This design comes from an exercise in tuning for small area and a short achievable clock period on the open sky130 flow, not from production work. At most, simulation tests tie the RTL to the original design; equivalence was not proved. Power is estimated from default activity; no workload was simulated.

// color_tracker
module color_tracker(
	input			clk,
	input			rst_n,
	input			vsync,
	input			de,
	input	[15:0]	rgb,
	output			mask_valid,
	output			mask,
	output	[10:0]	x_coor,
	output	[9:0]	y_coor,
	output			coor_valid
);
reg  [15:0] rgb_r;
reg  de_r, mv, hit, hit_o, vs;	 
wire hit_c;
color_identify color_identify (
	.img_data	(rgb_r),
	.hit		(hit_c)
);
always @(posedge clk) begin
	rgb_r <= rgb;
end
always @(posedge clk or negedge rst_n) begin
	if (!rst_n) begin
		de_r <= 1'b0;
		mv   <= 1'b0;
		hit  <= 1'b0;
		hit_o <= 1'b0;
		vs   <= 1'b0;
	end else begin
		de_r <= de;
		mv   <= de_r;
		hit  <= de_r & hit_c;
		hit_o <= hit_c;	 
		vs   <= vsync;
	end
end
position position (
	.clk		(clk),
	.rst_n		(rst_n),
	.vs			(vs),
	.mv			(mv),
	.mv_next	(de_r),
	.hit		(hit),
	.x_coor		(x_coor),
	.y_coor		(y_coor),
	.coor_valid	(coor_valid)
);
assign mask_valid = mv;
assign mask       = hit_o;
endmodule
Size in the first run: about 580 cells after synthesis, about 130 flip-flops, ~44 I/O pins.
==> flow/config.mk <==
export PLATFORM = sky130hd
export DESIGN_NAME = color_tracker
export DESIGN_NICKNAME = color_tracker
export VERILOG_FILES = /design/flow/design.v
export SDC_FILE = /design/flow/constraint.sdc
export NUM_CORES = 4
export LEC_CHECK = 0
export CAP_MARGIN = 20
export CORE_MARGIN = 2
export CORE_UTILIZATION = 40
export SLEW_MARGIN = 20
==> flow/constraint.sdc <==
create_clock -name core_clock -period 95.0 [get_ports {clk}]
set_input_delay 19.0000 -clock core_clock [delete_from_list [all_inputs] [get_ports {clk}]]
set_output_delay 19.0000 -clock core_clock [all_outputs]
set_load 0.01 [all_outputs]
standard.sh (not shown) runs the stock make flow with config.mk's settings and CLKGATE_MAP_FILE= SYNTH_SCRIPT=/design/flow/synth_recipe.tcl, a recipe that flattens the netlist after the stock synthesis.
==> flow/flow/run.sh <==
#!/bin/bash
# Standard layout, with the port buffers made from the smallest buffer cell
# and a clock tree without dummy balancing loads.
set -euo pipefail
bash standard.sh "BUFFER_PORTS_ARGS=-buffer_cell sky130_fd_sc_hd__buf_1" \
	"CTS_ARGS=-sink_clustering_enable -repair_clock_nets -dont_use_dummy_load -buf_list sky130_fd_sc_hd__clkbuf_8 -sink_clustering_size 30 -sink_clustering_max_diameter 200" \
	finish > flow.log 2>&1
The baseline completed without violations.
Then changed:
==> flow/flow/run.sh (replaced) <==
#!/bin/bash
# Standard layout, with the port buffers made from the smallest buffer cell
# and a clock tree without dummy balancing loads.
set -euo pipefail
bash standard.sh "BUFFER_PORTS_ARGS=-buffer_cell sky130_fd_sc_hd__buf_1" \
	"CTS_ARGS=-sink_clustering_enable -repair_clock_nets -dont_use_dummy_load -buf_list sky130_fd_sc_hd__clkbuf_8" \
	finish > flow.log 2>&1
Worst setup slack does not change. Routed wire length is unchanged. Flip-flop and latch count is unchanged. Count of clock-buffer cells in the layout stays the same. Sequential power stays flat.
Function was not checked in any run of this note: the RTL went through the layout flow alone.

Another version of the RTL of color_tracker (not shown whole).
Size: roughly 130 flip-flops, ~44 I/O pins, about 7400 µm² of cells after synthesis.
==> flow/config.mk <==
export PLATFORM = sky130hd
export DESIGN_NAME = color_tracker
export DESIGN_NICKNAME = color_tracker
export VERILOG_FILES = /design/flow/design.v
export SDC_FILE = /design/flow/constraint.sdc
export NUM_CORES = 4
export LEC_CHECK = 0
export CAP_MARGIN = 20
export CORE_MARGIN = 2
export CORE_UTILIZATION = 70
export GPL_ROUTABILITY_DRIVEN = 0
export GPL_TIMING_DRIVEN = 0
export PLACE_DENSITY = 0.8
export SLEW_MARGIN = 20
export SYNTH_HIERARCHICAL = 1
export SYNTH_MINIMUM_KEEP_SIZE = 0
==> flow/constraint.sdc <==
create_clock -name core_clock -period 95.0 [get_ports {clk}]
set_input_delay 19.0000 -clock core_clock [delete_from_list [all_inputs] [get_ports {clk}]]
set_output_delay 19.0000 -clock core_clock [all_outputs]
set_load 0.01 [all_outputs]
==> flow/flow/run.sh <==
#!/bin/bash
# Standard layout, with the port buffers made from the smallest buffer cell
# and a clock tree without dummy balancing loads.
set -euo pipefail
bash standard.sh "BUFFER_PORTS_ARGS=-buffer_cell sky130_fd_sc_hd__buf_1" \
	"CTS_ARGS=-sink_clustering_enable -repair_clock_nets -dont_use_dummy_load -buf_list sky130_fd_sc_hd__clkbuf_4" \
	finish > flow.log 2>&1
==> next run, changes <==
--- a/flow/flow/run.sh
+++ b/flow/flow/run.sh
@@ -6 +6 @@
-	"CTS_ARGS=-sink_clustering_enable -repair_clock_nets -dont_use_dummy_load -buf_list sky130_fd_sc_hd__clkbuf_4" \
+	"CTS_ARGS=-sink_clustering_enable -repair_clock_nets -dont_use_dummy_load -buf_list sky130_fd_sc_hd__clkbuf_8" \
Settings changed: CORE_UTILIZATION 70 to 40, GPL_ROUTABILITY_DRIVEN 0 to not set, GPL_TIMING_DRIVEN 0 to not set, PLACE_DENSITY 0.8 to not set.
Result: Power came out higher by about 5%; final cell count went up by about 10%; setup slack gains 0.12 ns; critical path depth is unchanged; count of clock-buffer cells in the layout does not change; combinational power came out lower by about 5.4%; cell area came out higher by about 1.5%; first-iteration DRC count drops by 29%; synthesized area does not change; worst hold slack degrades by 0.017 ns.
==> next run, changes <==
--- a/flow/flow/run.sh
+++ b/flow/flow/run.sh
@@ -6 +6 @@
-	"CTS_ARGS=-sink_clustering_enable -repair_clock_nets -dont_use_dummy_load -buf_list sky130_fd_sc_hd__clkbuf_8" \
+	"CTS_ARGS=-sink_clustering_enable -repair_clock_nets -dont_use_dummy_load -buf_list sky130_fd_sc_hd__clkbuf_4 -root_buf sky130_fd_sc_hd__clkbuf_8" \
Settings changed: CORE_UTILIZATION 40 to 70, PLACE_DENSITY set to 0.8.
Effect:
- cell count drops by roughly a tenth
- count of clock-buffer cells in the layout is unchanged
- wire length fell by a few percent
- power drops by a few percent
- via count goes up slightly
- global-route usage goes up by 8.3 points
- first-iteration DRC count stays the same
- setup slack improves by 0.029 ns
- non-clock buffer count rose by 1
- worst hold slack gets better by 0.010 ns
- sequential power is about the same
==> next run, changes <==
--- a/flow/flow/run.sh
+++ b/flow/flow/run.sh
@@ -6 +6 @@
-	"CTS_ARGS=-sink_clustering_enable -repair_clock_nets -dont_use_dummy_load -buf_list sky130_fd_sc_hd__clkbuf_4 -root_buf sky130_fd_sc_hd__clkbuf_8" \
+	"CTS_ARGS=-sink_clustering_enable -repair_clock_nets -dont_use_dummy_load -buf_list sky130_fd_sc_hd__clkbuf_4" \
Result:
- worst hold slack barely changes
- cell count stays flat
- non-clock buffer count is unchanged
- worst setup slack is worse by 0.11 ns
- die area does not change
- final area hardly moves
- global-route usage barely changes
- wire length fell by 0.47%
- total power shrinks by 0.49%
- critical path depth stays the same

[what the ideal ports hide]
In the flow no input, the clock included, has a driving cell. The finished layouts below were timed again as built, in two steps. Step 1 (the two cells are an assumption about what drives the block):
set clk [get_ports {clk}]
set_driving_cell -lib_cell sky130_fd_sc_hd__clkbuf_16 $clk
set_driving_cell -lib_cell sky130_fd_sc_hd__buf_2 [delete_from_list [all_inputs] $clk]
Step 2 also shifts input and output timing later by t, the mid clock arrival at the registers, as if the neighbouring blocks saw the same clock. a / b / c = no drivers / after step 1 / after step 2; a / b = the first two.
run	shift t [ns]	setup slack, ns	worst setup path after step 2	worst data-port slew with drivers (ns)	cell pins on the clock port's net
the first run of note 1	0.456	74.984 / 74.950 / 74.598	input, reset recovery	0.04	1
the second run of note 1	0.456	74.984 / 74.950 / 74.598	input, reset recovery	0.04	1
the first run of note 2	0.559	74.890 / 74.854 / 75.133	input, reset recovery	0.03	1
the second run of note 2	0.468	75.010 / 74.972 / 75.295	input, reset recovery	0.04	1
the third run of note 2	0.429	75.040 / 75.005 / 75.378	input, reset recovery	0.04	1
the fourth run of note 2	0.542	74.928 / 74.891 / 75.388	input, reset recovery	0.04	1
After both steps setup and hold are still met in every run listed. Setup slack includes reset recovery checks.
